Context: an optimization exercise on an open-source flow, tuned for small area. The choices shown serve that exercise and are no tape-out recipe.
Only simulation tests tie the RTL to the original design; equivalence was not proved.
Power is estimated from default activity; no workload was simulated.

## flow/design.v

```verilog
`timescale 1ns / 1ps
module aomux #(parameter N = 32) (
    input  wire [N*32-1:0] d,
    input  wire [N-1:0]    s,
    output wire [31:0]     q
);
    localparam G = (N + 2) / 3;
    wire [G*3*32-1:0] dd = {{(G*3-N)*32{1'b0}}, d};
    wire [G*3-1:0]    ss = {{(G*3-N){1'b0}}, s};
    genvar b, k;
    generate
        for (b = 0; b < 32; b = b + 1) begin : g_bit
            wire [G-1:0] t;
            for (k = 0; k < G; k = k + 1) begin : g_grp
                if (3*k + 2 < N) begin : g3
                    ao3n u (.a1(dd[(3*k)*32+b]),   .a2(ss[3*k]),
                            .b1(dd[(3*k+1)*32+b]), .b2(ss[3*k+1]),
                            .c1(dd[(3*k+2)*32+b]), .c2(ss[3*k+2]), .y(t[k]));
                end else if (3*k + 1 < N) begin : g2
                    ao3n u (.a1(dd[(3*k)*32+b]),   .a2(ss[3*k]),
                            .b1(dd[(3*k+1)*32+b]), .b2(ss[3*k+1]),
                            .c1(dd[(3*k+1)*32+b]), .c2(ss[3*k+1]), .y(t[k]));
                end else begin : g1
                    assign t[k] = ~(dd[(3*k)*32+b] & ss[3*k]);
                end
            end
            assign q[b] = ~&t;
        end
    endgenerate
endmodule
module ao3n (
    input  wire a1, a2, b1, b2, c1, c2,
    output wire y
);
    assign y = ~((a1 & a2) | (b1 & b2) | (c1 & c2));
endmodule
module sqsum (
    input  wire [15:0] re,
    input  wire [15:0] im,
    output wire [30:0] x
);
    wire w1 = ~(~(re[15] & ~re[0]) ^ ~(re[1] & re[14]));
    wire w2 = ~(re[15] & ~re[0]) | ~(re[1] & re[14]);
    wire w3 = ~(~(re[0] & re[11]) ^ ~(re[1] & re[10]));
    wire w4 = ~(re[0] & re[11]) | ~(re[1] & re[10]);
    wire w5, w6;
    fadd u_w5 (.a(~(re[0] & re[13])), .b(~(re[1] & re[12])), .c(~(re[2] & re[11])), .s(w5), .co(w6));
    wire w7 = ~(~(re[3] & re[10]) ^ ~(re[4] & re[9]));
    wire w8 = ~(re[3] & re[10]) | ~(re[4] & re[9]);
    wire w9, w10;
    fadd u_w9 (.a(~(re[0] & re[14])), .b(~(re[1] & re[13])), .c(~(re[2] & re[12])), .s(w9), .co(w10));
    wire w11 = ~(~(re[3] & re[11]) ^ ~(re[4] & re[10]));
    wire w12 = ~(re[3] & re[11]) | ~(re[4] & re[10]);
    wire w13, w14;
    fadd u_w13 (.a(~(re[2] & re[13])), .b(~(re[3] & re[12])), .c(~(re[4] & re[11])), .s(w13), .co(w14));
    wire w15, w16;
    fadd u_w15 (.a(~(re[5] & re[10])), .b(~(re[6] & re[9])), .c(~(re[7] & re[8])), .s(w15), .co(w16));
    wire w17, w18;
    fadd u_w17 (.a(~re[8]), .b(~re[15]), .c(~(im[15] & ~im[0])), .s(w17), .co(w18));
    wire w19, w20;
    fadd u_w19 (.a(~(im[1] & im[14])), .b(~(im[2] & im[13])), .c(~(im[3] & im[12])), .s(w19), .co(w20));
    wire w21, w22;
    fadd u_w21 (.a(~(re[15] & ~re[1])), .b(~(re[2] & re[14])), .c(~(re[3] & re[13])), .s(w21), .co(w22));
    wire w23, w24;
    fadd u_w23 (.a(~(re[4] & re[12])), .b(~(re[5] & re[11])), .c(~(re[6] & re[10])), .s(w23), .co(w24));
    wire w25, w26;
    fadd u_w25 (.a(~(re[7] & re[9])), .b(~(im[15] & ~im[1])), .c(~(im[2] & im[14])), .s(w25), .co(w26));
    wire w27, w28;
    fadd u_w27 (.a(~(re[15] & ~re[2])), .b(~(re[3] & re[14])), .c(~(re[4] & re[13])), .s(w27), .co(w28));
    wire w29, w30;
    fadd u_w29 (.a(~(re[5] & re[12])), .b(~(re[6] & re[11])), .c(~(re[7] & re[10])), .s(w29), .co(w30));
    wire w31, w32;
    fadd u_w31 (.a(~(re[8] & re[9])), .b(~re[9]), .c(~(im[15] & ~im[2])), .s(w31), .co(w32));
    wire w33, w34;
    fadd u_w33 (.a(~(re[15] & ~re[3])), .b(~(re[4] & re[14])), .c(~(re[5] & re[13])), .s(w33), .co(w34));
    wire w35, w36;
    fadd u_w35 (.a(~(re[15] & ~re[4])), .b(~(re[5] & re[14])), .c(~(re[6] & re[13])), .s(w35), .co(w36));
    wire w37 = ~(~(re[0] & re[7]) ^ ~(re[1] & re[6]));
    wire w38 = ~(re[0] & re[7]) | ~(re[1] & re[6]);
    wire w39, w40;
    fadd u_w39 (.a(~(re[0] & re[9])), .b(~(re[1] & re[8])), .c(~(re[2] & re[7])), .s(w39), .co(w40));
    wire w41 = ~(~(re[3] & re[6]) ^ ~(re[4] & re[5]));
    wire w42 = ~(re[3] & re[6]) | ~(re[4] & re[5]);
    wire w43, w44;
    fadd u_w43 (.a(~(re[0] & re[10])), .b(~(re[1] & re[9])), .c(~(re[2] & re[8])), .s(w43), .co(w44));
    wire w45 = ~(~(re[3] & re[7]) ^ ~(re[4] & re[6]));
    wire w46 = ~(re[3] & re[7]) | ~(re[4] & re[6]);
    wire w47, w48;
    fadd u_w47 (.a(~(re[2] & re[9])), .b(~(re[3] & re[8])), .c(~(re[4] & re[7])), .s(w47), .co(w48));
    wire w49, w50;
    fadd u_w49 (.a(~(re[5] & re[6])), .b(~re[6]), .c(~(im[0] & im[11])), .s(w49), .co(w50));
    wire w51, w52;
    fadd u_w51 (.a(~(im[1] & im[10])), .b(~(im[2] & im[9])), .c(~(im[3] & im[8])), .s(w51), .co(w52));
    wire w53, w54;
    fadd u_w53 (.a(~(re[0] & re[12])), .b(~(re[1] & re[11])), .c(~(re[2] & re[10])), .s(w53), .co(w54));
    wire w55, w56;
    fadd u_w55 (.a(~(re[3] & re[9])), .b(~(re[4] & re[8])), .c(~(re[5] & re[7])), .s(w55), .co(w56));
    wire w57, w58;
    fadd u_w57 (.a(~(im[0] & im[12])), .b(~(im[1] & im[11])), .c(~(im[2] & im[10])), .s(w57), .co(w58));
    wire w59 = ~(~(im[3] & im[9]) ^ ~(im[4] & im[8]));
    wire w60 = ~(im[3] & im[9]) | ~(im[4] & im[8]);
    wire w61, w62;
    fadd u_w61 (.a(~(re[5] & re[8])), .b(~(re[6] & re[7])), .c(~re[7]), .s(w61), .co(w62));
    wire w63, w64;
    fadd u_w63 (.a(~(im[0] & im[13])), .b(~(im[1] & im[12])), .c(~(im[2] & im[11])), .s(w63), .co(w64));
    wire w65, w66;
    fadd u_w65 (.a(~(im[3] & im[10])), .b(~(im[4] & im[9])), .c(~(im[5] & im[8])), .s(w65), .co(w66));
    wire w67, w68;
    fadd u_w67 (.a(~(im[6] & im[7])), .b(~im[7]), .c(w5), .s(w67), .co(w68));
    wire w69, w70;
    fadd u_w69 (.a(~(re[5] & re[9])), .b(~(re[6] & re[8])), .c(~(im[0] & im[14])), .s(w69), .co(w70));
    wire w71, w72;
    fadd u_w71 (.a(~(im[1] & im[13])), .b(~(im[2] & im[12])), .c(~(im[3] & im[11])), .s(w71), .co(w72));
    wire w73, w74;
    fadd u_w73 (.a(~(im[4] & im[10])), .b(~(im[5] & im[9])), .c(~(im[6] & im[8])), .s(w73), .co(w74));
    wire w75, w76;
    fadd u_w75 (.a(w9), .b(w11), .c(w6), .s(w75), .co(w76));
    wire w77, w78;
    fadd u_w77 (.a(~(im[4] & im[11])), .b(~(im[5] & im[10])), .c(~(im[6] & im[9])), .s(w77), .co(w78));
    wire w79, w80;
    fadd u_w79 (.a(~(im[7] & im[8])), .b(~im[8]), .c(~im[15]), .s(w79), .co(w80));
    wire w81, w82;
    fadd u_w81 (.a(w1), .b(w13), .c(w15), .s(w81), .co(w82));
    wire w83, w84;
    fadd u_w83 (.a(w17), .b(w19), .c(w10), .s(w83), .co(w84));
    wire w85, w86;
    fadd u_w85 (.a(~(im[3] & im[13])), .b(~(im[4] & im[12])), .c(~(im[5] & im[11])), .s(w85), .co(w86));
    wire w87, w88;
    fadd u_w87 (.a(~(im[6] & im[10])), .b(~(im[7] & im[9])), .c(w2), .s(w87), .co(w88));
    wire w89, w90;
    fadd u_w89 (.a(w21), .b(w23), .c(w25), .s(w89), .co(w90));
    wire w91, w92;
    fadd u_w91 (.a(w14), .b(w16), .c(w18), .s(w91), .co(w92));
    wire w93, w94;
    fadd u_w93 (.a(~(im[3] & im[14])), .b(~(im[4] & im[13])), .c(~(im[5] & im[12])), .s(w93), .co(w94));
    wire w95, w96;
    fadd u_w95 (.a(~(im[6] & im[11])), .b(~(im[7] & im[10])), .c(~(im[8] & im[9])), .s(w95), .co(w96));
    wire w97, w98;
    fadd u_w97 (.a(~im[9]), .b(w27), .c(w29), .s(w97), .co(w98));
    wire w99, w100;
    fadd u_w99 (.a(w31), .b(w22), .c(w24), .s(w99), .co(w100));
    wire w101, w102;
    fadd u_w101 (.a(~(re[6] & re[12])), .b(~(re[7] & re[11])), .c(~(re[8] & re[10])), .s(w101), .co(w102));
    wire w103, w104;
    fadd u_w103 (.a(~(im[15] & ~im[3])), .b(~(im[4] & im[14])), .c(~(im[5] & im[13])), .s(w103), .co(w104));
    wire w105, w106;
    fadd u_w105 (.a(~(im[6] & im[12])), .b(~(im[7] & im[11])), .c(~(im[8] & im[10])), .s(w105), .co(w106));
    wire w107, w108;
    fadd u_w107 (.a(w33), .b(w28), .c(w30), .s(w107), .co(w108));
    wire w109, w110;
    fadd u_w109 (.a(~(re[7] & re[12])), .b(~(re[8] & re[11])), .c(~(re[9] & re[10])), .s(w109), .co(w110));
    wire w111, w112;
    fadd u_w111 (.a(~re[10]), .b(~(im[15] & ~im[4])), .c(~(im[5] & im[14])), .s(w111), .co(w112));
    wire w113, w114;
    fadd u_w113 (.a(~(im[6] & im[13])), .b(~(im[7] & im[12])), .c(~(im[8] & im[11])), .s(w113), .co(w114));
    wire w115, w116;
    fadd u_w115 (.a(~(im[9] & im[10])), .b(~im[10]), .c(w35), .s(w115), .co(w116));
    wire w117, w118;
    fadd u_w117 (.a(~(re[15] & ~re[5])), .b(~(re[6] & re[14])), .c(~(re[7] & re[13])), .s(w117), .co(w118));
    wire w119, w120;
    fadd u_w119 (.a(~(re[8] & re[12])), .b(~(re[9] & re[11])), .c(~(im[15] & ~im[5])), .s(w119), .co(w120));
    wire w121, w122;
    fadd u_w121 (.a(~(im[6] & im[14])), .b(~(im[7] & im[13])), .c(~(im[8] & im[12])), .s(w121), .co(w122));
    wire w123, w124;
    fadd u_w123 (.a(~(re[15] & ~re[6])), .b(~(re[7] & re[14])), .c(~(re[8] & re[13])), .s(w123), .co(w124));
    wire w125, w126;
    fadd u_w125 (.a(~(re[9] & re[12])), .b(~(re[10] & re[11])), .c(~re[11]), .s(w125), .co(w126));
    wire w127, w128;
    fadd u_w127 (.a(~(im[15] & ~im[6])), .b(~(im[7] & im[14])), .c(~(im[8] & im[13])), .s(w127), .co(w128));
    wire w129, w130;
    fadd u_w129 (.a(~(re[15] & ~re[7])), .b(~(re[8] & re[14])), .c(~(re[9] & re[13])), .s(w129), .co(w130));
    wire w131, w132;
    fadd u_w131 (.a(~(re[15] & ~re[8])), .b(~(re[9] & re[14])), .c(~(re[10] & re[13])), .s(w131), .co(w132));
    wire w133, w134;
    fadd u_w133 (.a(~(re[0] & re[5])), .b(~(re[1] & re[4])), .c(~(re[2] & re[3])), .s(w133), .co(w134));
    wire w135 = ~(~(re[0] & re[6]) ^ ~(re[1] & re[5]));
    wire w136 = ~(re[0] & re[6]) | ~(re[1] & re[5]);
    wire w137, w138;
    fadd u_w137 (.a(~(re[2] & re[5])), .b(~(re[3] & re[4])), .c(~re[4]), .s(w137), .co(w138));
    wire w139, w140;
    fadd u_w139 (.a(~(im[0] & im[7])), .b(~(im[1] & im[6])), .c(~(im[2] & im[5])), .s(w139), .co(w140));
    wire w141, w142;
    fadd u_w141 (.a(~(re[0] & re[8])), .b(~(re[1] & re[7])), .c(~(re[2] & re[6])), .s(w141), .co(w142));
    wire w143, w144;
    fadd u_w143 (.a(~(re[3] & re[5])), .b(~(im[0] & im[8])), .c(~(im[1] & im[7])), .s(w143), .co(w144));
    wire w145 = ~(~(im[2] & im[6]) ^ ~(im[3] & im[5]));
    wire w146 = ~(im[2] & im[6]) | ~(im[3] & im[5]);
    wire w147, w148;
    fadd u_w147 (.a(~re[5]), .b(~(im[0] & im[9])), .c(~(im[1] & im[8])), .s(w147), .co(w148));
    wire w149, w150;
    fadd u_w149 (.a(~(im[2] & im[7])), .b(~(im[3] & im[6])), .c(~(im[4] & im[5])), .s(w149), .co(w150));
    wire w151, w152;
    fadd u_w151 (.a(~im[5]), .b(w39), .c(w41), .s(w151), .co(w152));
    wire w153, w154;
    fadd u_w153 (.a(~(im[0] & im[10])), .b(~(im[1] & im[9])), .c(~(im[2] & im[8])), .s(w153), .co(w154));
    wire w155, w156;
    fadd u_w155 (.a(~(im[3] & im[7])), .b(~(im[4] & im[6])), .c(w43), .s(w155), .co(w156));
    wire w157, w158;
    fadd u_w157 (.a(w45), .b(w40), .c(w42), .s(w157), .co(w158));
    wire w159, w160;
    fadd u_w159 (.a(~(im[4] & im[7])), .b(~(im[5] & im[6])), .c(~im[6]), .s(w159), .co(w160));
    wire w161, w162;
    fadd u_w161 (.a(w3), .b(w47), .c(w49), .s(w161), .co(w162));
    wire w163, w164;
    fadd u_w163 (.a(w51), .b(w44), .c(w46), .s(w163), .co(w164));
    wire w165, w166;
    fadd u_w165 (.a(~(im[5] & im[7])), .b(w4), .c(w53), .s(w165), .co(w166));
    wire w167, w168;
    fadd u_w167 (.a(w55), .b(w57), .c(w59), .s(w167), .co(w168));
    wire w169, w170;
    fadd u_w169 (.a(w48), .b(w50), .c(w52), .s(w169), .co(w170));
    wire w171, w172;
    fadd u_w171 (.a(w7), .b(w61), .c(w63), .s(w171), .co(w172));
    wire w173, w174;
    fadd u_w173 (.a(w65), .b(w67), .c(w54), .s(w173), .co(w174));
    wire w175, w176;
    fadd u_w175 (.a(w56), .b(w58), .c(w60), .s(w175), .co(w176));
    wire w177, w178;
    fadd u_w177 (.a(w8), .b(w69), .c(w71), .s(w177), .co(w178));
    wire w179, w180;
    fadd u_w179 (.a(w73), .b(w75), .c(w62), .s(w179), .co(w180));
    wire w181, w182;
    fadd u_w181 (.a(w64), .b(w66), .c(w68), .s(w181), .co(w182));
    wire w183, w184;
    fadd u_w183 (.a(w12), .b(w77), .c(w79), .s(w183), .co(w184));
    wire w185, w186;
    fadd u_w185 (.a(w81), .b(w83), .c(w70), .s(w185), .co(w186));
    wire w187, w188;
    fadd u_w187 (.a(w72), .b(w74), .c(w76), .s(w187), .co(w188));
    wire w189, w190;
    fadd u_w189 (.a(w20), .b(w85), .c(w87), .s(w189), .co(w190));
    wire w191, w192;
    fadd u_w191 (.a(w89), .b(w91), .c(w78), .s(w191), .co(w192));
    wire w193, w194;
    fadd u_w193 (.a(w80), .b(w82), .c(w84), .s(w193), .co(w194));
    wire w195, w196;
    fadd u_w195 (.a(w26), .b(w93), .c(w95), .s(w195), .co(w196));
    wire w197, w198;
    fadd u_w197 (.a(w97), .b(w99), .c(w86), .s(w197), .co(w198));
    wire w199, w200;
    fadd u_w199 (.a(w88), .b(w90), .c(w92), .s(w199), .co(w200));
    wire w201, w202;
    fadd u_w201 (.a(w32), .b(w101), .c(w103), .s(w201), .co(w202));
    wire w203, w204;
    fadd u_w203 (.a(w105), .b(w107), .c(w94), .s(w203), .co(w204));
    wire w205, w206;
    fadd u_w205 (.a(w96), .b(w98), .c(w100), .s(w205), .co(w206));
    wire w207, w208;
    fadd u_w207 (.a(w34), .b(w109), .c(w111), .s(w207), .co(w208));
    wire w209, w210;
    fadd u_w209 (.a(w113), .b(w115), .c(w102), .s(w209), .co(w210));
    wire w211, w212;
    fadd u_w211 (.a(w104), .b(w106), .c(w108), .s(w211), .co(w212));
    wire w213, w214;
    fadd u_w213 (.a(~(im[9] & im[11])), .b(w36), .c(w117), .s(w213), .co(w214));
    wire w215, w216;
    fadd u_w215 (.a(w119), .b(w121), .c(w110), .s(w215), .co(w216));
    wire w217, w218;
    fadd u_w217 (.a(w112), .b(w114), .c(w116), .s(w217), .co(w218));
    wire w219, w220;
    fadd u_w219 (.a(~(im[9] & im[12])), .b(~(im[10] & im[11])), .c(~im[11]), .s(w219), .co(w220));
    wire w221, w222;
    fadd u_w221 (.a(w123), .b(w125), .c(w127), .s(w221), .co(w222));
    wire w223, w224;
    fadd u_w223 (.a(w118), .b(w120), .c(w122), .s(w223), .co(w224));
    wire w225, w226;
    fadd u_w225 (.a(~(re[10] & re[12])), .b(~(im[15] & ~im[7])), .c(~(im[8] & im[14])), .s(w225), .co(w226));
    wire w227, w228;
    fadd u_w227 (.a(~(im[9] & im[13])), .b(~(im[10] & im[12])), .c(w129), .s(w227), .co(w228));
    wire w229, w230;
    fadd u_w229 (.a(w124), .b(w126), .c(w128), .s(w229), .co(w230));
    wire w231, w232;
    fadd u_w231 (.a(~(re[11] & re[12])), .b(~re[12]), .c(~(im[15] & ~im[8])), .s(w231), .co(w232));
    wire w233, w234;
    fadd u_w233 (.a(~(im[9] & im[14])), .b(~(im[10] & im[13])), .c(~(im[11] & im[12])), .s(w233), .co(w234));
    wire w235, w236;
    fadd u_w235 (.a(~im[12]), .b(w131), .c(w130), .s(w235), .co(w236));
    wire w237, w238;
    fadd u_w237 (.a(~(re[15] & ~re[9])), .b(~(re[10] & re[14])), .c(~(re[11] & re[13])), .s(w237), .co(w238));
    wire w239, w240;
    fadd u_w239 (.a(~(im[15] & ~im[9])), .b(~(im[10] & im[14])), .c(~(im[11] & im[13])), .s(w239), .co(w240));
    wire w241, w242;
    fadd u_w241 (.a(~(re[15] & ~re[10])), .b(~(re[11] & re[14])), .c(~(re[12] & re[13])), .s(w241), .co(w242));
    wire w243, w244;
    fadd u_w243 (.a(~re[13]), .b(~(im[15] & ~im[10])), .c(~(im[11] & im[14])), .s(w243), .co(w244));
    wire w245, w246;
    fadd u_w245 (.a(~(re[0] & re[3])), .b(~(re[1] & re[2])), .c(~re[2]), .s(w245), .co(w246));
    wire w247 = ~(~(re[0] & re[4]) ^ ~(re[1] & re[3]));
    wire w248 = ~(re[0] & re[4]) | ~(re[1] & re[3]);
    wire w249, w250;
    fadd u_w249 (.a(~re[3]), .b(~(im[0] & im[5])), .c(~(im[1] & im[4])), .s(w249), .co(w250));
    wire w251 = ~(~(im[2] & im[3]) ^ ~im[3]);
    wire w252 = ~(im[2] & im[3]) | ~im[3];
    wire w253, w254;
    fadd u_w253 (.a(~(re[2] & re[4])), .b(~(im[0] & im[6])), .c(~(im[1] & im[5])), .s(w253), .co(w254));
    wire w255, w256;
    fadd u_w255 (.a(~(im[2] & im[4])), .b(w135), .c(w134), .s(w255), .co(w256));
    wire w257, w258;
    fadd u_w257 (.a(~(im[3] & im[4])), .b(~im[4]), .c(w37), .s(w257), .co(w258));
    wire w259, w260;
    fadd u_w259 (.a(w137), .b(w139), .c(w136), .s(w259), .co(w260));
    wire w261, w262;
    fadd u_w261 (.a(w38), .b(w141), .c(w143), .s(w261), .co(w262));
    wire w263, w264;
    fadd u_w263 (.a(w145), .b(w138), .c(w140), .s(w263), .co(w264));
    wire w265, w266;
    fadd u_w265 (.a(w147), .b(w149), .c(w151), .s(w265), .co(w266));
    wire w267, w268;
    fadd u_w267 (.a(w142), .b(w144), .c(w146), .s(w267), .co(w268));
    wire w269, w270;
    fadd u_w269 (.a(w153), .b(w155), .c(w157), .s(w269), .co(w270));
    wire w271, w272;
    fadd u_w271 (.a(w148), .b(w150), .c(w152), .s(w271), .co(w272));
    wire w273, w274;
    fadd u_w273 (.a(w159), .b(w161), .c(w163), .s(w273), .co(w274));
    wire w275, w276;
    fadd u_w275 (.a(w154), .b(w156), .c(w158), .s(w275), .co(w276));
    wire w277, w278;
    fadd u_w277 (.a(w165), .b(w167), .c(w169), .s(w277), .co(w278));
    wire w279, w280;
    fadd u_w279 (.a(w160), .b(w162), .c(w164), .s(w279), .co(w280));
    wire w281, w282;
    fadd u_w281 (.a(w171), .b(w173), .c(w175), .s(w281), .co(w282));
    wire w283, w284;
    fadd u_w283 (.a(w166), .b(w168), .c(w170), .s(w283), .co(w284));
    wire w285, w286;
    fadd u_w285 (.a(w177), .b(w179), .c(w181), .s(w285), .co(w286));
    wire w287, w288;
    fadd u_w287 (.a(w172), .b(w174), .c(w176), .s(w287), .co(w288));
    wire w289, w290;
    fadd u_w289 (.a(w183), .b(w185), .c(w187), .s(w289), .co(w290));
    wire w291, w292;
    fadd u_w291 (.a(w178), .b(w180), .c(w182), .s(w291), .co(w292));
    wire w293, w294;
    fadd u_w293 (.a(w189), .b(w191), .c(w193), .s(w293), .co(w294));
    wire w295, w296;
    fadd u_w295 (.a(w184), .b(w186), .c(w188), .s(w295), .co(w296));
    wire w297, w298;
    fadd u_w297 (.a(w195), .b(w197), .c(w199), .s(w297), .co(w298));
    wire w299, w300;
    fadd u_w299 (.a(w190), .b(w192), .c(w194), .s(w299), .co(w300));
    wire w301, w302;
    fadd u_w301 (.a(w201), .b(w203), .c(w205), .s(w301), .co(w302));
    wire w303, w304;
    fadd u_w303 (.a(w196), .b(w198), .c(w200), .s(w303), .co(w304));
    wire w305, w306;
    fadd u_w305 (.a(w207), .b(w209), .c(w211), .s(w305), .co(w306));
    wire w307, w308;
    fadd u_w307 (.a(w202), .b(w204), .c(w206), .s(w307), .co(w308));
    wire w309, w310;
    fadd u_w309 (.a(w213), .b(w215), .c(w217), .s(w309), .co(w310));
    wire w311, w312;
    fadd u_w311 (.a(w208), .b(w210), .c(w212), .s(w311), .co(w312));
    wire w313, w314;
    fadd u_w313 (.a(w219), .b(w221), .c(w223), .s(w313), .co(w314));
    wire w315, w316;
    fadd u_w315 (.a(w214), .b(w216), .c(w218), .s(w315), .co(w316));
    wire w317, w318;
    fadd u_w317 (.a(w225), .b(w227), .c(w229), .s(w317), .co(w318));
    wire w319, w320;
    fadd u_w319 (.a(w220), .b(w222), .c(w224), .s(w319), .co(w320));
    wire w321, w322;
    fadd u_w321 (.a(w231), .b(w233), .c(w235), .s(w321), .co(w322));
    wire w323, w324;
    fadd u_w323 (.a(w226), .b(w228), .c(w230), .s(w323), .co(w324));
    wire w325, w326;
    fadd u_w325 (.a(w132), .b(w237), .c(w239), .s(w325), .co(w326));
    wire w327, w328;
    fadd u_w327 (.a(w232), .b(w234), .c(w236), .s(w327), .co(w328));
    wire w329, w330;
    fadd u_w329 (.a(~(im[12] & im[13])), .b(~im[13]), .c(w241), .s(w329), .co(w330));
    wire w331, w332;
    fadd u_w331 (.a(w243), .b(w238), .c(w240), .s(w331), .co(w332));
    wire w333, w334;
    fadd u_w333 (.a(~(re[15] & ~re[11])), .b(~(re[12] & re[14])), .c(~(im[15] & ~im[11])), .s(w333), .co(w334));
    wire w335, w336;
    fadd u_w335 (.a(~(im[12] & im[14])), .b(w242), .c(w244), .s(w335), .co(w336));
    wire w337, w338;
    fadd u_w337 (.a(~(re[15] & ~re[12])), .b(~(re[13] & re[14])), .c(~re[14]), .s(w337), .co(w338));
    wire w339, w340;
    fadd u_w339 (.a(~(im[15] & ~im[12])), .b(~(im[13] & im[14])), .c(~im[14]), .s(w339), .co(w340));
    wire w341 = ~(~(re[0] & re[1]) ^ ~re[1]);
    wire w342 = ~(re[0] & re[1]) | ~re[1];
    wire w343 = ~(~(im[0] & im[3]) ^ ~(im[1] & im[2]));
    wire w344 = ~(im[0] & im[3]) | ~(im[1] & im[2]);
    wire w345, w346;
    fadd u_w345 (.a(~(im[0] & im[4])), .b(~(im[1] & im[3])), .c(w247), .s(w345), .co(w346));
    wire w347, w348;
    fadd u_w347 (.a(w133), .b(w249), .c(w251), .s(w347), .co(w348));
    wire w349, w350;
    fadd u_w349 (.a(w253), .b(w255), .c(w250), .s(w349), .co(w350));
    wire w351, w352;
    fadd u_w351 (.a(w257), .b(w259), .c(w254), .s(w351), .co(w352));
    wire w353, w354;
    fadd u_w353 (.a(w261), .b(w263), .c(w258), .s(w353), .co(w354));
    wire w355, w356;
    fadd u_w355 (.a(w265), .b(w267), .c(w262), .s(w355), .co(w356));
    wire w357, w358;
    fadd u_w357 (.a(w269), .b(w271), .c(w266), .s(w357), .co(w358));
    wire w359, w360;
    fadd u_w359 (.a(w273), .b(w275), .c(w270), .s(w359), .co(w360));
    wire w361, w362;
    fadd u_w361 (.a(w277), .b(w279), .c(w274), .s(w361), .co(w362));
    wire w363, w364;
    fadd u_w363 (.a(w281), .b(w283), .c(w278), .s(w363), .co(w364));
    wire w365, w366;
    fadd u_w365 (.a(w285), .b(w287), .c(w282), .s(w365), .co(w366));
    wire w367, w368;
    fadd u_w367 (.a(w289), .b(w291), .c(w286), .s(w367), .co(w368));
    wire w369, w370;
    fadd u_w369 (.a(w293), .b(w295), .c(w290), .s(w369), .co(w370));
    wire w371, w372;
    fadd u_w371 (.a(w297), .b(w299), .c(w294), .s(w371), .co(w372));
    wire w373, w374;
    fadd u_w373 (.a(w301), .b(w303), .c(w298), .s(w373), .co(w374));
    wire w375, w376;
    fadd u_w375 (.a(w305), .b(w307), .c(w302), .s(w375), .co(w376));
    wire w377, w378;
    fadd u_w377 (.a(w309), .b(w311), .c(w306), .s(w377), .co(w378));
    wire w379, w380;
    fadd u_w379 (.a(w313), .b(w315), .c(w310), .s(w379), .co(w380));
    wire w381, w382;
    fadd u_w381 (.a(w317), .b(w319), .c(w314), .s(w381), .co(w382));
    wire w383, w384;
    fadd u_w383 (.a(w321), .b(w323), .c(w318), .s(w383), .co(w384));
    wire w385, w386;
    fadd u_w385 (.a(w325), .b(w327), .c(w322), .s(w385), .co(w386));
    wire w387, w388;
    fadd u_w387 (.a(w329), .b(w331), .c(w326), .s(w387), .co(w388));
    wire w389, w390;
    fadd u_w389 (.a(w333), .b(w335), .c(w330), .s(w389), .co(w390));
    wire w391, w392;
    fadd u_w391 (.a(w337), .b(w339), .c(w334), .s(w391), .co(w392));
    wire w393, w394;
    fadd u_w393 (.a(~(re[15] & ~re[13])), .b(~(im[15] & ~im[13])), .c(w338), .s(w393), .co(w394));
    wire w395, w396;
    fadd u_w395 (.a(~(re[15] & ~re[14])), .b(~re[15]), .c(~(im[15] & ~im[14])), .s(w395), .co(w396));
    wire w397 = ~(~(im[0] & im[1]) ^ ~im[1]);
    wire w398 = ~(im[0] & im[1]) | ~im[1];
    wire w399, w400;
    fadd u_w399 (.a(~(re[0] & re[2])), .b(~(im[0] & im[2])), .c(w342), .s(w399), .co(w400));
    wire w401, w402;
    fadd u_w401 (.a(~im[2]), .b(w245), .c(w343), .s(w401), .co(w402));
    wire w403, w404;
    fadd u_w403 (.a(w246), .b(w345), .c(w344), .s(w403), .co(w404));
    wire w405, w406;
    fadd u_w405 (.a(w248), .b(w347), .c(w346), .s(w405), .co(w406));
    wire w407, w408;
    fadd u_w407 (.a(w252), .b(w349), .c(w348), .s(w407), .co(w408));
    wire w409, w410;
    fadd u_w409 (.a(w256), .b(w351), .c(w350), .s(w409), .co(w410));
    wire w411, w412;
    fadd u_w411 (.a(w260), .b(w353), .c(w352), .s(w411), .co(w412));
    wire w413, w414;
    fadd u_w413 (.a(w264), .b(w355), .c(w354), .s(w413), .co(w414));
    wire w415, w416;
    fadd u_w415 (.a(w268), .b(w357), .c(w356), .s(w415), .co(w416));
    wire w417, w418;
    fadd u_w417 (.a(w272), .b(w359), .c(w358), .s(w417), .co(w418));
    wire w419, w420;
    fadd u_w419 (.a(w276), .b(w361), .c(w360), .s(w419), .co(w420));
    wire w421, w422;
    fadd u_w421 (.a(w280), .b(w363), .c(w362), .s(w421), .co(w422));
    wire w423, w424;
    fadd u_w423 (.a(w284), .b(w365), .c(w364), .s(w423), .co(w424));
    wire w425, w426;
    fadd u_w425 (.a(w288), .b(w367), .c(w366), .s(w425), .co(w426));
    wire w427, w428;
    fadd u_w427 (.a(w292), .b(w369), .c(w368), .s(w427), .co(w428));
    wire w429, w430;
    fadd u_w429 (.a(w296), .b(w371), .c(w370), .s(w429), .co(w430));
    wire w431, w432;
    fadd u_w431 (.a(w300), .b(w373), .c(w372), .s(w431), .co(w432));
    wire w433, w434;
    fadd u_w433 (.a(w304), .b(w375), .c(w374), .s(w433), .co(w434));
    wire w435, w436;
    fadd u_w435 (.a(w308), .b(w377), .c(w376), .s(w435), .co(w436));
    wire w437, w438;
    fadd u_w437 (.a(w312), .b(w379), .c(w378), .s(w437), .co(w438));
    wire w439, w440;
    fadd u_w439 (.a(w316), .b(w381), .c(w380), .s(w439), .co(w440));
    wire w441, w442;
    fadd u_w441 (.a(w320), .b(w383), .c(w382), .s(w441), .co(w442));
    wire w443, w444;
    fadd u_w443 (.a(w324), .b(w385), .c(w384), .s(w443), .co(w444));
    wire w445, w446;
    fadd u_w445 (.a(w328), .b(w387), .c(w386), .s(w445), .co(w446));
    wire w447, w448;
    fadd u_w447 (.a(w332), .b(w389), .c(w388), .s(w447), .co(w448));
    wire w449, w450;
    fadd u_w449 (.a(w336), .b(w391), .c(w390), .s(w449), .co(w450));
    wire w451, w452;
    fadd u_w451 (.a(w340), .b(w393), .c(w392), .s(w451), .co(w452));
    wire w453, w454;
    fadd u_w453 (.a(~im[15]), .b(w395), .c(w394), .s(w453), .co(w454));
    wire [30:0] ra = {w453, w451, w449, w447, w445, w443, w441, w439, w437, w435, w433, w431, w429, w427, w425, w423, w421, w419, w417, w415, w413, w411, w409, w407, w405, w403, w401, w399, w341, 1'b1, ~re[0]};
    wire [30:0] rb = {w452, w450, w448, w446, w444, w442, w440, w438, w436, w434, w432, w430, w428, w426, w424, w422, w420, w418, w416, w414, w412, w410, w408, w406, w404, w402, w400, w398, w397, 1'b1, ~im[0]};
    assign x = ra + rb + 31'd1;
endmodule
module fadd (
    input  wire a, b, c,
    output wire s, co
);
    assign s  = a ^ b ^ c;
    assign co = (a & b) | (a & c) | (b & c);
endmodule
`timescale 1ns / 1ps
module pitch_correction(
    input wire clk,
    input wire reset,
    input wire [31:0] S_AXIS_DATA_0_tdata,
    input wire  S_AXIS_DATA_0_tlast,
    output wire S_AXIS_DATA_0_tready,
    input wire  S_AXIS_DATA_0_tvalid,
    output wire [31:0] m_axis_data_tdata,
    output wire        m_axis_data_tlast,
    input  wire        m_axis_data_tready,
    output wire        m_axis_data_tvalid,
    output wire [15:0] m_axis_config_tdata,
    input  wire m_axis_config_tready,
    output wire m_axis_config_tvalid,
    output wire [31:0] monitor_fft_out,
    output wire monitor_fft_vld,
    output wire [31:0] monitor_pitch_out,
    output wire monitor_pitch_vld,
    input wire pitch_enable
    );
    localparam LS = 3;               
    localparam S  = 1 << LS;
    localparam NT = 256 / S;         
    wire        in_v = S_AXIS_DATA_0_tvalid;
    wire [31:0] din  = S_AXIS_DATA_0_tdata;
    reg rst_d, cfg_v;
    always @(posedge clk) begin
        rst_d <= reset;
        cfg_v <= rst_d;
    end
    assign m_axis_config_tvalid = cfg_v;
    assign m_axis_config_tdata  = 16'h0001;
    assign m_axis_data_tlast    = 1'b0;
    assign monitor_fft_out      = din;
    assign monitor_fft_vld      = in_v;
    localparam FILLING = 2'd0, READY = 2'd1, EMPTYING = 2'd2;
    reg  [1:0] state;
    reg  [7:0] wp;        
    reg  [7:0] rp;        
    reg        ovld;
    wire       acc     = ovld & m_axis_data_tready;
    wire       lastacc = acc & (rp == 8'd255);
    always @(posedge clk) begin
        if (reset) begin
            state <= FILLING;
            wp    <= 8'd0;
            rp    <= 8'd0;
            ovld  <= 1'b0;
        end else begin
            if (in_v)
                wp <= wp + 8'd1;
            case (state)
                FILLING:  if (wp == 8'd255) state <= READY;
                READY:    if (acc) state <= EMPTYING;
                EMPTYING: if (lastacc) state <= FILLING;
                default:  state <= state;
            endcase
            if (state == READY)
                ovld <= 1'b1;
            else if (state == FILLING || lastacc)
                ovld <= 1'b0;
            if (acc)
                rp <= rp + 8'd1;
            else if (state == FILLING)
                rp <= 8'd0;
        end
    end
    wire        lower = ~wp[7];
    wire [30:0] xsq;
    sqsum u_sq (.re(din[15:0]), .im(din[31:16]), .x(xsq));
    reg  [30:0] nb;
    reg  [6:0]  peak;
    wire        first = (wp[6:0] == 7'd0);
    wire        gt    = first ? ~&xsq : (xsq < nb);
    wire        upd   = in_v & lower & gt;
    wire        cap_x = in_v & lower & (gt | (wp[6:0] == 7'd10) |
                                        (~first & (&nb) & (wp[6:0] == peak)));
    wire        cap_y = in_v & wp[7] & ((wp[6:0] == 7'd10) | (wp[6:0] == peak));
    always @(posedge clk) begin
        if (in_v & lower & (first | gt))
            nb <= xsq;
        if (reset)
            peak <= 7'd0;
        else if (upd)
            peak <= wp[6:0];
    end
    wire [31:0]   dconj = {(~din[31:16]) + 16'd1, din[15:0]};
    reg  [8191:0] ring;
    always @(posedge clk)
        ring <= {ring[8159:0], in_v ? dconj : ring[8191:8160]};
    wire [NT*32-1:0] taps;
    genvar g;
    generate
        for (g = 0; g < NT; g = g + 1) begin : g_tap
            assign taps[g*32 +: 32] = ring[g*S*32 +: 32];
        end
    endgenerate
    reg  [7:0]      stl;
    reg  [(S-1)*32-1:0] dl;
    wire [NT-1:0]   tsel = {{(NT-1){1'b0}}, 1'b1} << stl[7:LS];
    wire [31:0]     tap;
    aomux #(.N(NT)) u_tap (.d(taps), .s(tsel), .q(tap));
    always @(posedge clk) begin
        stl <= ovld ? stl + {7'd0, ~m_axis_data_tready} : 8'd0;
        dl  <= {dl[(S-2)*32-1:0], tap};
    end
    wire [S-1:0] ssel = {{(S-1){1'b0}}, 1'b1} << stl[LS-1:0];
    wire [31:0]  stream;
    aomux #(.N(S)) u_stream (.d({dl, tap}), .s(ssel), .q(stream));
    reg         cap_xd, cap_yd;
    reg  [31:0] cx, cy;
    wire        swp = (rp[6:0] == 7'd10) | (rp[6:0] == peak);
    always @(posedge clk) begin
        cap_xd <= cap_x;
        cap_yd <= cap_y;
        if (cap_xd | (acc & swp & ~rp[7]))
            cx <= stream;
        if (cap_yd | (acc & swp & rp[7]))
            cy <= stream;
    end
    wire [3:0]  osel = {~pitch_enable,
                        pitch_enable & swp & rp[7],
                        pitch_enable & swp & ~rp[7],
                        pitch_enable & ~swp};
    wire [31:0] rd;
    aomux #(.N(4)) u_out (.d({din, cy, cx, stream}), .s(osel), .q(rd));
    assign m_axis_data_tdata    = rd;
    assign m_axis_data_tvalid   = pitch_enable ? ovld : in_v;
    assign S_AXIS_DATA_0_tready = pitch_enable | m_axis_data_tready;
    assign monitor_pitch_out    = rd;
    assign monitor_pitch_vld    = ovld;
endmodule
```

## flow/flow/run.sh

```bash
#!/bin/bash
# Own layout flow: the standard flow (standard.sh, standard synthesis
# included), with clock tree synthesis run without dummy loads and the port
# buffers made with the smallest buffer (repair_design still resizes them).
# Each tool's full output stays in orfs/logs/; make's output goes to
# flow_make.log.
set -euo pipefail
export CTS_ARGS="-sink_clustering_enable -repair_clock_nets -dont_use_dummy_load -buf_list sky130_fd_sc_hd__clkbuf_4 -root_buf sky130_fd_sc_hd__clkbuf_16 -sink_clustering_size 12 -sink_clustering_max_diameter 26"
export BUFFER_PORTS_ARGS="-buffer_cell sky130_fd_sc_hd__buf_1"
bash standard.sh finish > flow_make.log 2>&1
```

## flow/standard.sh

```bash
#!/bin/bash
# synth_recipe.tcl (not shown) runs the flow's synth.tcl, then flattens the netlist and writes it again
# the make line also repeats each setting of config.mk as NAME=value (left out here)
make -C /OpenROAD-flow-scripts/flow DESIGN_CONFIG=/design/flow/config.mk WORK_HOME=/design/flow/orfs CLKGATE_MAP_FILE= SYNTH_SCRIPT=/design/flow/synth_recipe.tcl "${@:-finish}"
```

## flow/config.mk

```make
export PLATFORM = sky130hd
export DESIGN_NAME = pitch_correction
export DESIGN_NICKNAME = pitch_correction
export VERILOG_FILES = /design/flow/design.v
export SDC_FILE = /design/flow/constraint.sdc
export NUM_CORES = 8
export LEC_CHECK = 0
export CAP_MARGIN = 20
export CORE_MARGIN = 2
export CORE_UTILIZATION = 70
export SLEW_MARGIN = 20
export SYNTH_HIERARCHICAL = 1
```

## flow/constraint.sdc

```tcl
create_clock -name core_clock -period 15.0 [get_ports {clk}]
set_input_delay 3.0000 -clock core_clock [delete_from_list [all_inputs] [get_ports {clk}]]
set_output_delay 3.0000 -clock core_clock [all_outputs]
set_load 0.01 [all_outputs]
```

==> run summary, run 1 <==
PnR worst setup slack=~4.2 ns; Routed wire per std cell=22.1 µm; Final Non-Filler Cells=around 15,000; EDFF count, synth=95; Vias/cell=5.12; status=no timing/DRC/antenna violations; Maximum Capacitance Violations=0; Synth warnings=7; DIE AREA=0.274 mm²; share of post-route cells with drive strength above 1=11.8%; H-Tree Depth=7; sequential area share after synthesis=around nine tenths; minimum clock period=between 10 and 15 ns; Leakage=around 82 nW; post-synthesis cell area=0.189 mm²; syn_area_per_cell=~18 µm²; HPWL Detailed=195 mm; maximum vdd drop=0.399 mV; Initial Util=70.4%; chip width=approximately 520 µm; CP max FO=31; met3 GRT Util=6.20%; DRC viols=0; commonest non-fill, non-tap cells in the layout=8,454 x dfxtp_1, 1,073 x clkbuf_4, 480 x a222oi_1; final worst-path cycle share=72.0%; WP data required=15.80 ns; Worst Hold Class=reg -> reg; final hold vios=0; row cnt=190; Worst Skew=between 0.1 and 0.15 ns; Placed Cells=approximately 14,000; Setup WS pre-CTS=3.07 ns; met2 Track Usage GR=about 37%; total chip power=39.6 mW; Cells after Synth=10,500; Num CTS Buffers=1,202; IO Pins=around 160; RSZ-0062 raised after global routing=no; ys async rst share=0%; vias in the first global route=82,000; grt peak-use layer=met2; Critical Path Sink Type=register; first-pass detailed-route iteration total=9; setup repair bufs after CTS=0; Startpoint Class=primary input; number of port buffers=137; worst-case clock buffer depth=5; final setup fails=0; GP Congestion=0.849; Synth Register Bits=around 8,500; Layout Utilization=76.6%; Routed WL=341 mm; # fillers=between 15,000 and 20,000; setup TNS=0 ns; slew of the pin with the lowest slew margin=1.11 ns; Synth top area share=89.5%; CP arrival=around 12 ns; Clk Latency, worst-skew pair=1.31 ns; cell taking the most area after synthesis=dfxtp_1; Antenna Nets Post-Route=0; Die Y=approximately 520 µm; pin count of the biggest net entering global routing=49; GRT met1 Usage=between 30% and 40%; CTS root buffer=clkbuf_16; CTS sink cnt=8,549; most common cell after layout, fill and taps aside=dfxtp_1; max_slew headroom=26.2%; Max Transition Viols Final=0; Nets=between 10,000 and 15,000; Total GRT Usage=25.3%; cell area power density=around 190 mW/mm²; DRT iter0 DRCs=a little under 7,000; Reg clk slew, reported paths=~0.12 ns; Core ar.=0.268 mm²; first-pass GRT wire length=503 mm; P&R area growth vs syn=8.70%; Fmax=between 90 and 100 MHz; # hold bufs at CTS=0; initial antenna violation count=37; predominant post-synthesis flop cell=dfxtp_1; Area contributors post-synth=dfxtp_1 90%, a222oi_1 2.5%, fa_1 2.3%, edfxtp_1 1.5%, ha_1 0.55%; Setup CP Type=in -> reg; CTS tree=done; synth unique cells=~70; Vias=78,900; post-cts sizing count=0; total gr overflow=0
## cell usage after synthesis (all sizes together), types with 4 or more instances
library cell,count
a211oi,6
a21bo,32
a21o,14
a21oi,50
a222oi,480
a31o,4
a31oi,7
and2,23
and3,5
buf,88
clkbuf,53
dfxtp,8454
edfxtp,95
fa,213
ha,83
inv,104
mux2,33
mux2i,9
nand2,265
nand2b,27
nand3,82
nand4,91
nor2,96
nor2b,6
nor3,7
nor3b,7
nor4,11
o21a,8
o21ai,30
or2,5
or3,40
xnor2,39
xor2,24
## per-stage QoR
| step | instance area [µm²] | hold slack, ns |
|---|---|---|
| after floorplan | 189000 | 0.310 |
| after global placement | 194000 | 0.309 |
| after detailed placement | 194000 | 0.312 |
| after CTS | 205000 | 0.246 |
| after global routing | 205000 | 0.238 |
| final | 205000 | 0.250 |
## layer usage
metal | vias up | wire, µm
met5 | - | 8
met4 | 2 | 7840
met2 | 2511 | 152000
met3 | 572 | 22100
li1 | 37300 | -
met1 | 38500 | 159000
## critical path, stage by stage
cell and delay, ns:
buf_1 0.43, inv_1 0.41, nand2_1 0.20, fa_1 0.43, fa_1 0.56, fa_1 0.45
fa_1 0.50, fa_1 0.58, fa_1 0.49, ha_1 0.45, and2_1 0.18, nand4_1 0.15
a211oi_1 0.25, o21ai_0 0.18, nand3_1 0.20, a31oi_1 0.13, xnor2_1 0.49, ha_1 0.35
nand4_1 0.15, nor4_1 0.10, a221oi_1 0.27, or4b_1 0.46, a31o_2 0.28, nor2b_1 0.17
nor2_4 0.71
## per-module statistics from Yosys, one instance, submodules excluded, a selection
module            flip-flops and latches  area (µm²)
pitch_correction                    8549      176000
sqsum                                  0        2940
fadd                                   0        20.0
ao3n                                   0        10.0
## state kept, by name, summed over array words and instances, names as in the netlist
signal and cells:
cap_xd 1, cfg_v 1, cx 32, ring 8192, rp 8, stl 8, cy 32, nb 31
ovld 1, dl 224, cap_yd 1, wp 8, peak 7, rst_d 1, state 2
## report_power, final
part	internal, mW	switching, mW
Combinational	1.81	2.95
Sequential	23.2	0.129
Clock	4.84	6.62
Total	29.9	9.70
## logic make-up (layout without fill, tap and decap cells)
kind of cell | after synthesis | count (layout) | share of synthesized area (%)
buffers and inverters | 246 | 1534 | 0.674
adder cells (fa/ha/maj) | 296 | 296 | 2.81
multiplexers | 42 | 42 | 0.246
XOR/XNOR | 63 | 63 | 0.292
AO/OA/AOI/OAI | 655 | 655 | 3.20
AND/OR/NAND/NOR | 677 | 677 | 1.74
flip-flops | 8549 | 8549 | 91.0
other | 2 | 39 | 0.00397
## final cells by class
class                   instances  area [µm²]  area share, %
well taps                    3552        4440           2.16
flip-flops and latches       8549      172000           83.8
repair buffers                227        1200          0.585
multi-input cells            1750       16000           7.79
clock buffers                1202       11300           5.49
inverters                     105         394          0.192
diodes                         22        55.1         0.0268
## path summary, 6_finish.rpt
path / start / endpoint / slack [ns] / cells past startpoint
worst min register to register: ring[5935]$_DFF_P_ / ring[5967]$_DFF_P_ / 0.25 / 0
worst max register to register: stl[3]$_SDFF_PN0_ / cx[3]$_DFFE_PP_ / 10.47 / 8
worst min-delay path: ring[5935]$_DFF_P_ / ring[5967]$_DFF_P_ / 0.25 / 0
worst max-delay path: S_AXIS_DATA_0_tdata[4] / nb[19]$_DFFE_PP_ / 4.20 / 25
==> run 2, diff against run 1 <==
==> flow/flow/run.sh (replaced) <==
#!/bin/bash
# Own layout flow: the standard flow (standard.sh, standard synthesis
# included), with clock tree synthesis run without dummy loads and the port
# buffers made with the smallest buffer (repair_design still resizes them).
# Each tool's full output stays in orfs/logs/; make's output goes to
# flow_make.log.
set -euo pipefail
export CTS_ARGS="-sink_clustering_enable -repair_clock_nets -dont_use_dummy_load -buf_list sky130_fd_sc_hd__clkbuf_4 -root_buf sky130_fd_sc_hd__clkbuf_16 -sink_clustering_size 12 -sink_clustering_max_diameter 32 -apply_ndr full"
export BUFFER_PORTS_ARGS="-buffer_cell sky130_fd_sc_hd__buf_1"
bash standard.sh finish > flow_make.log 2>&1
==> run 2 against run 1 <==
Net effect:
- still clean on timing, DRC and antenna
- core utilization shrank 1.9 points
- count of clock-buffer cells in the layout is 367 lower
- synthesized area is the same
- combinational power barely moved
- die area unchanged
- sequential power about the same
- synthesized cell count did not move
- fmax decreased by 0.11%
- hold slack worse by 0.049 ns
- clock power is 25% lower
- highest routed layer is now met4
==> run summary, run 2 <==
status=no timing/DRC/antenna violations; Cells after Synth=10,500; DRT iter0 DRCs=6,819; R2R Setup Slk=10.36 ns; cell taking the most area after synthesis=dfxtp_1; switching part of the total power=25.0%; P&R area growth vs syn=6.05%; initial antenna violation count=42; critical path's slowest cell=buf_1; Routed WL=331 mm; synth unique cells=72; Vias=76,800; GP Congestion=0.849; setup repair bufs after CTS=0; row cnt=between 150 and 200; EDFF count, synth=95; CP max FO=31; total gr overflow=0; Reg2Reg Capture Point=cy[3]$_DFFE_PP_; Clk Latency, worst-skew pair=1.32 ns; Largest Register=ring; Switch Pwr=9.20 mW; most frequent cells after synthesis=8,454 x dfxtp_1, 480 x a222oi_1, 265 x nand2_1, 213 x fa_1, 104 x inv_1; pin count of the biggest net entering global routing=about 50; Synth top area share=89.5%; Maximum Capacitance Violations=0; most frequent cell on the critical path=fa_1; most common cell after layout, fill and taps aside=dfxtp_1; post-cts sizing count=0; DRC viols=0; Flop pwr share=63.5%; biggest regs=ring (8192), dl (224); IO Pins=157; max_slew headroom=25.7%; Num CTS Buffers=835; CP arrival=~12 ns; Crit Reg-Reg Startpoint=stl[3]$_SDFF_PN0_; cell area after layout=approximately 0.20 mm²; number of flip-flops in the largest register=8,192; Fmax=92.5 MHz; setup TNS=0 ns; Startpoint Class=primary input; Initial Util=70.4%; DIE AREA=between 0.2 and 0.3 mm²; Nets=11,800; final hold vios=0; Synth Register Bits=between 8,000 and 9,000; Routed wire per std cell=22.0 µm; Layout Utilization=74.7%; H-Tree Depth=6; minimum clock period=10.81 ns; final setup fails=0; vias in the first global route=78,100; syn_area_per_cell=18.0 µm²; # hold bufs at CTS=0; WP data required=between 15 and 20 ns; Reg clk slew, reported paths=0.11 ns; crit path to=nb[11]$_DFFE_PP_; Die Y=around 520 µm; clock group share of total power=between 20% and 30%; Core ar.=0.268 mm²; sequential area share after synthesis=91.0%; critical path launch point=S_AXIS_DATA_0_tdata[8]; CTS sink cnt=8,549; most frequent cell after synthesis=dfxtp_1; CTS root buffer=clkbuf_16; Logic pwr share=13.0%; share of post-route cells with drive strength above 1=9.03%; Critical Path Sink Type=register; Worst Hold Class=reg -> reg; worst-case clock buffer depth=4; final worst-path cycle share=between 70% and 80%; cells along the critical path=buf_1 > inv_1 > fa_1 > fa_1 > fa_1 > fa_1 > fa_1 > fa_1 > ha_1 > a21oi_1 > o21ai_0 > inv_1 > o311ai_1 > a221o_1 > a211oi_1 > xnor2_1 > ha_1 > nand4_1 > nor4_1 > a221oi_1 > or4b_1 > a31o_2 > nor2b_1 > nor2_4; Synth warnings=7; Internal=~28 mW; cell area power density=roughly 180 mW/mm²; slew of the pin with the lowest slew margin=1.11 ns; Max Transition Viols Final=0; post-synthesis cell area=0.189 mm²; maximum vdd drop=between 0.3 and 0.4 mV; RSZ-0062 raised after global routing=no; HPWL Detailed=195 mm; CTS tree=done; Vias/cell=5.11; ys async rst share=0%; Worst Path Buf+Inv=3; commonest non-fill, non-tap cells in the layout=8,454 x dfxtp_1, 834 x clkbuf_4, 480 x a222oi_1; family with the most delay on the worst path=adder cells; Total GRT Usage=around 25%; reg2reg path depth=8; chip width=between 500 and 600 µm; Area contributors post-synth=dfxtp_1 90%, a222oi_1 2.5%, fa_1 2.3%, edfxtp_1 1.5%, ha_1 0.55%; Setup CP Type=in -> reg; predominant post-synthesis flop cell=dfxtp_1; first-pass GRT wire length=488 mm; first-pass detailed-route iteration total=10; WHS=around 0.20 ns; Leakage=79.6 nW; slowest stage delay, CP=roughly 0.73 ns; Antenna Nets Post-Route=0; Cell Area, Placed=0.194 mm²; Levels on crit path=24; number of port buffers=137; Worst Skew=roughly 0.17 ns
run 2: logic make-up after synthesis:
kind of cell               after synthesis  synth area share, %
AOI/OAI and AO/OA                      655                 3.20
xor gates and xnor gates                63                0.292
adders and majority gates              296                 2.81
buffers and inverters                  246                0.674
DFF                                   8549                 91.0
muxes                                   42                0.246
other                                    2              0.00397
and+or+nand+nor                        677                 1.74
run 2: layout make-up:
cell class	count	area, µm²
flip-flops and latches	8549	172000
fillers	16000	67900
multi-input cells	1750	16000
clock buffers	835	6290
well taps	3552	4440
repair buffers	227	1200
inverters	105	394
diodes	14	35.0
run 2: per-layer routing:
metal	vias up	share of wire, %	track usage, %
met4	0	2.2	8.85
li1	36500	-	-
met2	2275	44	36.2
met5	-	0	0
met1	37500	48	36.4
met3	530	6.7	5.51
run 2: worst register-to-register path, stage by stage, from the launching register on:
cell and delay [ns]:
dfxtp_1 0.48, nand2b_1 0.78, nor2_4 0.35, buf_4 0.33, a222oi_1 0.64, nand4_1 0.44
or3_1 0.64, a222oi_1 0.48, nand3_1 0.22
run 2: power by group through the flow:
stage | Sequential (mW) | Clock, mW | Combinational, mW
after floorplan | 23.8 | 0 | 3.40
after global placement | 23.9 | 0 | 4.65
after detailed placement | 23.9 | 0 | 4.69
after CTS | 23.4 | 8.95 | 4.72
after global routing | 23.4 | 9.81 | 5.31
final | 23.4 | 8.67 | 4.78
run 2: per-module statistics from Yosys (local to each module, per instance), excerpt:
| module | times used | cell area [µm²] | cells inside | flip-flops and latches |
|---|---|---|---|---|
| ao3n | 480 | 10.0 | 1 | 0 |
| fadd | 212 | 20.0 | 1 | 0 |
| pitch_correction | 1 | 176000 | 9088 | 8549 |
| sqsum | 1 | 2940 | 555 | 0 |
run 2: how the worst min path moves through the flow:
stage	start	endpoint	cells after the start
floorplan	rst_d$_DFF_P_	cfg_v$_DFF_P_	0
global placement	ring[2109]$_DFF_P_	ring[2141]$_DFF_P_	0
detailed placement	ring[992]$_DFF_P_	ring[1024]$_DFF_P_	0
CTS	ring[1754]$_DFF_P_	ring[1786]$_DFF_P_	0
global route	ring[1754]$_DFF_P_	ring[1786]$_DFF_P_	0
finish	ring[1754]$_DFF_P_	ring[1786]$_DFF_P_	0
run 2: metrics by stage:
stage | setup slack [ns] | total power [mW] | cells
CTS | 4.39 | 37.1 | 15000
global route | 3.84 | 38.5 | 15000
detailed placement | 3.07 | 28.6 | 14200
finish | 4.19 | 36.8 | 15000
global placement | 3.14 | 28.5 | 14200
floorplan | 3.73 | 27.2 | 10500
==> run 3, diff against run 2 <==
--- a/flow/flow/run.sh
+++ b/flow/flow/run.sh
@@ -1,7 +1,8 @@
 #!/bin/bash
 # Own layout flow: the standard flow (standard.sh, standard synthesis
 # included), with clock tree synthesis run without dummy loads and the port
-# buffers made with the smallest buffer (repair_design still resizes them).
+# buffers made with the smallest buffer (repair_design still resizes them);
+# clock nets get the non-default (wider) routing rule.
 # Each tool's full output stays in orfs/logs/; make's output goes to
 # flow_make.log.
 set -euo pipefail
==> run 3 against run 2 <==
Net effect:
- via count is the same
- global-route usage unchanged
- register-to-register slack about the same
- combinational power hardly changed
- hold slack unchanged
- routed wire length did not move
- sequential power is essentially flat
- critical path depth did not move
- die area unchanged
- sequential cell count unchanged
- critical endpoint unchanged
- synthesized cell count is the same
- core utilization stayed put
==> run summary, run 3 <==
status=no timing/DRC/antenna violations; WP data required=~16 ns; Worst Hold Class=reg -> reg; pin count of the biggest net entering global routing=49; CP arrival=11.60 ns; Switch Pwr=~9.2 mW; hold-critical path depth=0; CTS tree=done; # hold bufs at CTS=0; syn_area_per_cell=18.0 µm²; total gr overflow=0; biggest regs=ring (8192), dl (224); number of port buffers=around 140; final hold vios=0; most frequent cells after synthesis=8,454 x dfxtp_1, 480 x a222oi_1, 265 x nand2_1, 213 x fa_1, 104 x inv_1; GP Congestion=0.849; slowest stage delay, CP=0.73 ns; sequential area share after synthesis=approximately nine tenths; Synth Register Bits=around 8,500; Antenna Nets Post-Route=0; Total GRT Usage=approximately 25%; WHS=roughly 0.20 ns; post-synthesis cell area=around 0.19 mm²; P&R area growth vs syn=6.05%; Startpoint Class=primary input; Cell Area, Placed=between 0.15 and 0.2 mm²; predominant post-synthesis flop cell=dfxtp_1; DIE AREA=~0.27 mm²; CTS sink cnt=8,549; Leakage=79.6 nW; Core ar.=0.268 mm²; synth unique cells=72; grt peak-use layer=met1; row cnt=190; family with the most delay on the worst path=adder cells; GRT met1 Usage=36.4%; cells along the critical path=buf_1 > inv_1 > fa_1 > fa_1 > fa_1 > fa_1 > fa_1 > fa_1 > ha_1 > a21oi_1 > o21ai_0 > inv_1 > o311ai_1 > a221o_1 > a211oi_1 > xnor2_1 > ha_1 > nand4_1 > nor4_1 > a221oi_1 > or4b_1 > a31o_2 > nor2b_1 > nor2_4; Area contributors post-synth=dfxtp_1 90%, a222oi_1 2.5%, fa_1 2.3%, edfxtp_1 1.5%, ha_1 0.55%; switching part of the total power=approximately 25%; cell area after layout=between 0.2 and 0.25 mm²; most frequent cell on the critical path=fa_1; CTS root buffer=clkbuf_16; Initial Util=a little over two thirds; IO Pins=157; slew of the pin with the lowest slew margin=1.11 ns; Critical Path Sink Type=register; Flop pwr share=63.5%; HPWL Detailed=approximately 200 mm; commonest non-fill, non-tap cells in the layout=8,454 x dfxtp_1, 834 x clkbuf_4, 480 x a222oi_1; Setup CP Type=in -> reg; Internal=27.6 mW; setup TNS=0 ns; Logic pwr share=13.0%; Nets=11,800; Max Transition Viols Final=0; final worst-path cycle share=72.1%; ys async rst share=0%; critical path's slowest cell=buf_1; Routed wire per std cell=around 22 µm; worst-case clock buffer depth=4; DRT iter0 DRCs=6,819; post-cts sizing count=0; reg2reg path depth=8; maximum vdd drop=about 0.40 mV; Reg clk slew, reported paths=0.11 ns; Fmax=92.5 MHz; share of post-route cells with drive strength above 1=a little under a tenth; Levels on crit path=24; vias in the first global route=78,100; DRC viols=0; Clk Latency, worst-skew pair=1.32 ns; Worst Path Buf+Inv=3; cell taking the most area after synthesis=dfxtp_1; first-pass GRT wire length=488 mm; Synth warnings=7; number of flip-flops in the largest register=8,192; most common cell after layout, fill and taps aside=dfxtp_1; minimum clock period=between 10 and 15 ns; RSZ-0062 raised after global routing=no; cell area power density=roughly 180 mW/mm²; most frequent cell after synthesis=dfxtp_1; Routed WL=about 330 mm; Cells after Synth=10,500; Vias=76,800; Maximum Capacitance Violations=0; clock group share of total power=about a quarter; met2 Track Usage GR=a little over a third; chip width=524 µm; Die Y=524 µm; Worst Skew=approximately 0.17 ns; final setup fails=0; Synth top area share=89.5%; Layout Utilization=74.7%; max_slew headroom=around 26%; Num CTS Buffers=835; CP max FO=31; Vias/cell=between 5 and 6; H-Tree Depth=6; met3 GRT Util=5.51%; setup repair bufs after CTS=0; first-pass detailed-route iteration total=10; initial antenna violation count=42; EDFF count, synth=95; Largest Register=ring
## run 3: cell counts in the layout (fill, tap and decap cells not counted)
Identical to the previous run, type by type.
## run 3: power groups by stage
| stage | Sequential [mW] | Combinational, mW | Clock, mW |
|---|---|---|---|
| 3_5_place_dp | 23.9 | 4.69 | 0 |
| 2_1_floorplan | 23.8 | 3.40 | 0 |
| 6_report | 23.4 | 4.78 | 8.67 |
| 4_1_cts | 23.4 | 4.72 | 8.95 |
| 5_1_grt | 23.4 | 5.31 | 9.81 |
| 3_3_place_gp | 23.9 | 4.65 | 0 |
## run 3: layout make-up
cell class | count | area [µm²]
Timing Repair Buffer | 227 | 1200
Clock buffer | 835 | 6290
Inverter | 105 | 394
Tap cell | 3552 | 4440
Sequential cell | 8549 | 172000
Antenna cell | 14 | 35.0
Fill cell | 16000 | 67900
Multi-Input combinational cell | 1750 | 16000
## run 3: modules after synthesis (local to each module, per instance), excerpt
module            cells  cell area [µm²]  flops+latches  times used
sqsum               555             2940              0           1
pitch_correction   9088           176000           8549           1
fadd                  1             20.0              0         212
ao3n                  1             10.0              0         480
## run 3: final timing paths
check | start | end | slack [ns]
worst min-delay path | ring[1754]$_DFF_P_ | ring[1786]$_DFF_P_ | 0.20
worst max register to register | stl[3]$_SDFF_PN0_ | cy[3]$_DFFE_PP_ | 10.36
worst min register to register | ring[1754]$_DFF_P_ | ring[1786]$_DFF_P_ | 0.20
worst max-delay path | S_AXIS_DATA_0_tdata[8] | nb[11]$_DFFE_PP_ | 4.19
## run 3: kinds of logic after synthesis
group / count (synthesis) / synth area share, %
simple gates: 677 / 1.74
mux: 42 / 0.246
buf+inv: 246 / 0.674
compound gates: 655 / 3.20
fa+ha+maj: 296 / 2.81
flops: 8549 / 91.0
xor+xnor: 63 / 0.292
other cells: 2 / 0.00397
## run 3: routing by layer
metal,vias to the layer above,routed length [µm]
met3,530,22100
li1,36500,-
met2,2275,144000
met1,37500,157000
met4,0,7130
met5,-,0
## run 3: metrics by stage
| step | instances | worst slack [ns] | power [mW] |
|---|---|---|---|
| after detailed placement | 14200 | 3.07 | 28.6 |
| after global routing | 15000 | 3.84 | 38.5 |
| final | 15000 | 4.19 | 36.8 |
| after global placement | 14200 | 3.14 | 28.5 |
| after floorplan | 10500 | 3.73 | 27.2 |
| after CTS | 15000 | 4.39 | 37.1 |
==> run 4, diff against run 3 <==
==> flow/flow/run.sh (replaced) <==
#!/bin/bash
# Own layout flow: the standard flow (standard.sh, standard synthesis
# included), with clock tree synthesis run without dummy loads and the port
# buffers made with the smallest buffer (repair_design still resizes them);
# clock nets get the non-default (wider) routing rule.
# Each tool's full output stays in orfs/logs/; make's output goes to
# flow_make.log.
set -euo pipefail
export CTS_ARGS="-sink_clustering_enable -repair_clock_nets -dont_use_dummy_load -buf_list sky130_fd_sc_hd__clkbuf_4 -root_buf sky130_fd_sc_hd__clkbuf_16 -sink_clustering_size 12 -sink_clustering_max_diameter 40 -apply_ndr full"
export BUFFER_PORTS_ARGS="-buffer_cell sky130_fd_sc_hd__buf_1"
bash standard.sh finish > flow_make.log 2>&1
==> run 4 against run 3 <==
Net effect:
- synthesized area unchanged
- worst setup slack got worse by 0.030 ns
- count of clock-buffer cells in the layout decreased by 41
- register-to-register slack improved by 0.03 ns
- cell area decreased by 0.16%
- highest routed layer is now met5
- critical path type unchanged
==> run summary, run 4 <==
status=no timing/DRC/antenna violations; Routed wire per std cell=between 20 and 25 µm; ys async rst share=0%; GP Congestion=0.849; Setup CP Type=in -> reg; Synth warnings=7; grt peak-use layer=met1; initial antenna violation count=43; Cells after Synth=10,500; Antenna Nets Post-Route=0; share of post-route cells with drive strength above 1=8.70%; setup repair bufs after CTS=0; setup TNS=0 ns; minimum clock period=roughly 11 ns; cell taking the most area after synthesis=dfxtp_1; vias in the first global route=77,600; H-Tree Depth=6; maximum vdd drop=0.393 mV; # hold bufs at CTS=0; syn_area_per_cell=18.0 µm²; final hold vios=0; Die Y=524 µm; Vias=76,500; GRT met1 Usage=36.4%; max_slew headroom=between 20% and 30%; Core ar.=approximately 0.27 mm²; most frequent cell after synthesis=dfxtp_1; first-pass detailed-route iteration total=9; worst-case clock buffer depth=4; Synth Register Bits=between 8,000 and 9,000; HPWL Detailed=approximately 200 mm; Worst Hold Class=reg -> reg; Routed WL=330 mm; IO Pins=approximately 160; row cnt=190; CTS tree=done; EDFF count, synth=between 90 and 100; Vias/cell=5.11; Clk Latency, worst-skew pair=between 1 and 1.5 ns; synth unique cells=72; reg2reg path depth=8; WHS=around 0.22 ns; biggest regs=ring (8192), dl (224); Startpoint Class=primary input; number of flip-flops in the largest register=about 8,000; Largest Register=ring; DRT iter0 DRCs=slightly below 7,000; Area contributors post-synth=dfxtp_1 90%, a222oi_1 2.5%, fa_1 2.3%, edfxtp_1 1.5%, ha_1 0.55%; WP data required=15.79 ns; DRC viols=0; post-synthesis cell area=approximately 0.19 mm²; Reg clk slew, reported paths=0.11 ns; Synth top area share=89.5%; Leakage=between 70 and 80 nW; Max Transition Viols Final=0; first-pass GRT wire length=486 mm; sequential area share after synthesis=91.0%; P&R area growth vs syn=5.88%; met3 GRT Util=~5.3%; number of port buffers=approximately 140; most frequent cells after synthesis=8,454 x dfxtp_1, 480 x a222oi_1, 265 x nand2_1, 213 x fa_1, 104 x inv_1; DIE AREA=0.274 mm²; post-cts sizing count=0; Initial Util=70.4%; Num CTS Buffers=794; Maximum Capacitance Violations=0; RSZ-0062 raised after global routing=no; Critical Path Sink Type=register; total chip power=36.7 mW; commonest non-fill, non-tap cells in the layout=8,454 x dfxtp_1, 793 x clkbuf_4, 480 x a222oi_1; chip width=524 µm; PnR worst setup slack=~4.2 ns; Fmax=92.3 MHz; cell area power density=183 mW/mm²; CP max FO=31; met2 Track Usage GR=36.1%; slew of the pin with the lowest slew margin=1.10 ns; final worst-path cycle share=just over 70%; Nets=11,800; CP arrival=roughly 12 ns; hold-critical path depth=0; final setup fails=0; total gr overflow=0; CTS root buffer=clkbuf_16; CTS sink cnt=8,549; pin count of the biggest net entering global routing=49; Total GRT Usage=24.6%; most common cell after layout, fill and taps aside=dfxtp_1; predominant post-synthesis flop cell=dfxtp_1; Worst Skew=0.178 ns; Setup WS pre-CTS=3.07 ns
-- run 4: cell families (layout without fill, tap and decap cells) --
| logic type | Yosys count | count (layout) | synth area share, % |
|---|---|---|---|
| mux | 42 | 42 | 0.246 |
| compound gates | 655 | 655 | 3.20 |
| buf+inv | 246 | 1126 | 0.674 |
| xor+xnor | 63 | 63 | 0.292 |
| simple gates | 677 | 677 | 1.74 |
| flops | 8549 | 8549 | 91.0 |
| other cells | 2 | 28 | 0.00397 |
| fa+ha+maj | 296 | 296 | 2.81 |
-- run 4: routing by layer --
metal	wire length [µm]	part of all wire [%]
met1	158000	48
met2	144000	44
met3	20800	6.3
met4	7650	2.3
met5	8	0.0024
-- run 4: modules after synthesis (local to each module, per instance), excerpt --
module            copies in the design  cells  flops+latches  area, µm²
pitch_correction                     1   9088           8549     176000
ao3n                               480      1              0       10.0
fadd                               212      1              0       20.0
sqsum                                1    555              0       2940
-- run 4: path summary, 6_finish.rpt --
| kind | startpoint | end | slack, ns |
|---|---|---|---|
| worst min register to register | ring[1591]$_DFF_P_ | ring[1623]$_DFF_P_ | 0.22 |
| worst min-delay path | ring[1591]$_DFF_P_ | ring[1623]$_DFF_P_ | 0.22 |
| worst max register to register | stl[3]$_SDFF_PN0_ | cy[3]$_DFFE_PP_ | 10.39 |
| worst max-delay path | S_AXIS_DATA_0_tdata[8] | nb[18]$_DFFE_PP_ | 4.16 |
-- run 4: layout make-up --
cell class,count,area (µm²)
Antenna cell,11,27.5
Clock buffer,794,5980
Fill cell,16100,68200
Inverter,105,394
Multi-Input combinational cell,1750,16000
Sequential cell,8549,172000
Tap cell,3552,4440
Timing Repair Buffer,227,1200
-- run 4: critical path: stages --
cell and delay [ns]:
buf_1 0.75, inv_1 0.21, fa_1 0.57, fa_1 0.58, fa_1 0.45, fa_1 0.51
fa_1 0.58, fa_1 0.42, ha_1 0.39, a21oi_1 0.28, o21ai_0 0.18, inv_1 0.09
o311ai_1 0.12, a221o_1 0.43, a311oi_2 0.31, xnor2_1 0.26, ha_1 0.32, nand4_1 0.15
nor4_1 0.10, a221oi_1 0.28, or4b_1 0.46, a31o_2 0.28, nor2b_1 0.17, nor2_4 0.70
-- run 4: through the flow --
| step | util (%) | instance area (µm²) | cells |
|---|---|---|---|
| 4_1_cts | 74.6 | 200000 | 15000 |
| 6_report | 74.6 | 200000 | 15000 |
| 5_1_grt | 74.6 | 200000 | 15000 |
| 2_1_floorplan | - | 189000 | 10500 |
| 3_3_place_gp | 72.3 | 194000 | 14200 |
| 3_5_place_dp | 72.3 | 194000 | 14200 |
-- run 4: power by group --
group / total (mW) / internal [mW] / switching [mW]
combinational: 4.75 / 1.81 / 2.94
clock: 8.53 / 2.45 / 6.08
sequential: 23.4 / 23.2 / 0.128

[separate check: timing with driven ports]
In the flow no input, the clock included, has a driving cell. The finished layouts below were timed again as built, in two steps.
Step 1, drivers: a clkbuf_16 drives clk and a buf_2 each remaining input, both assumed.
Step 2 also shifts input and output timing later by t, the mid clock arrival at the registers, as if the neighbouring blocks saw the same clock.
a / b / c = no drivers / after step 1 / after step 2; a / b = the first two.
run | t, ns | setup WS [ns]
run 1 | 1.348 | 4.205 / 4.283 / 2.935
run 2 | 1.323 | 4.192 / 4.249 / 2.926
run 3 | 1.323 | 4.192 / 4.249 / 2.926
run 4 | 1.298 | 4.162 / 4.219 / 2.920
After both steps setup and hold are still met in every run listed.
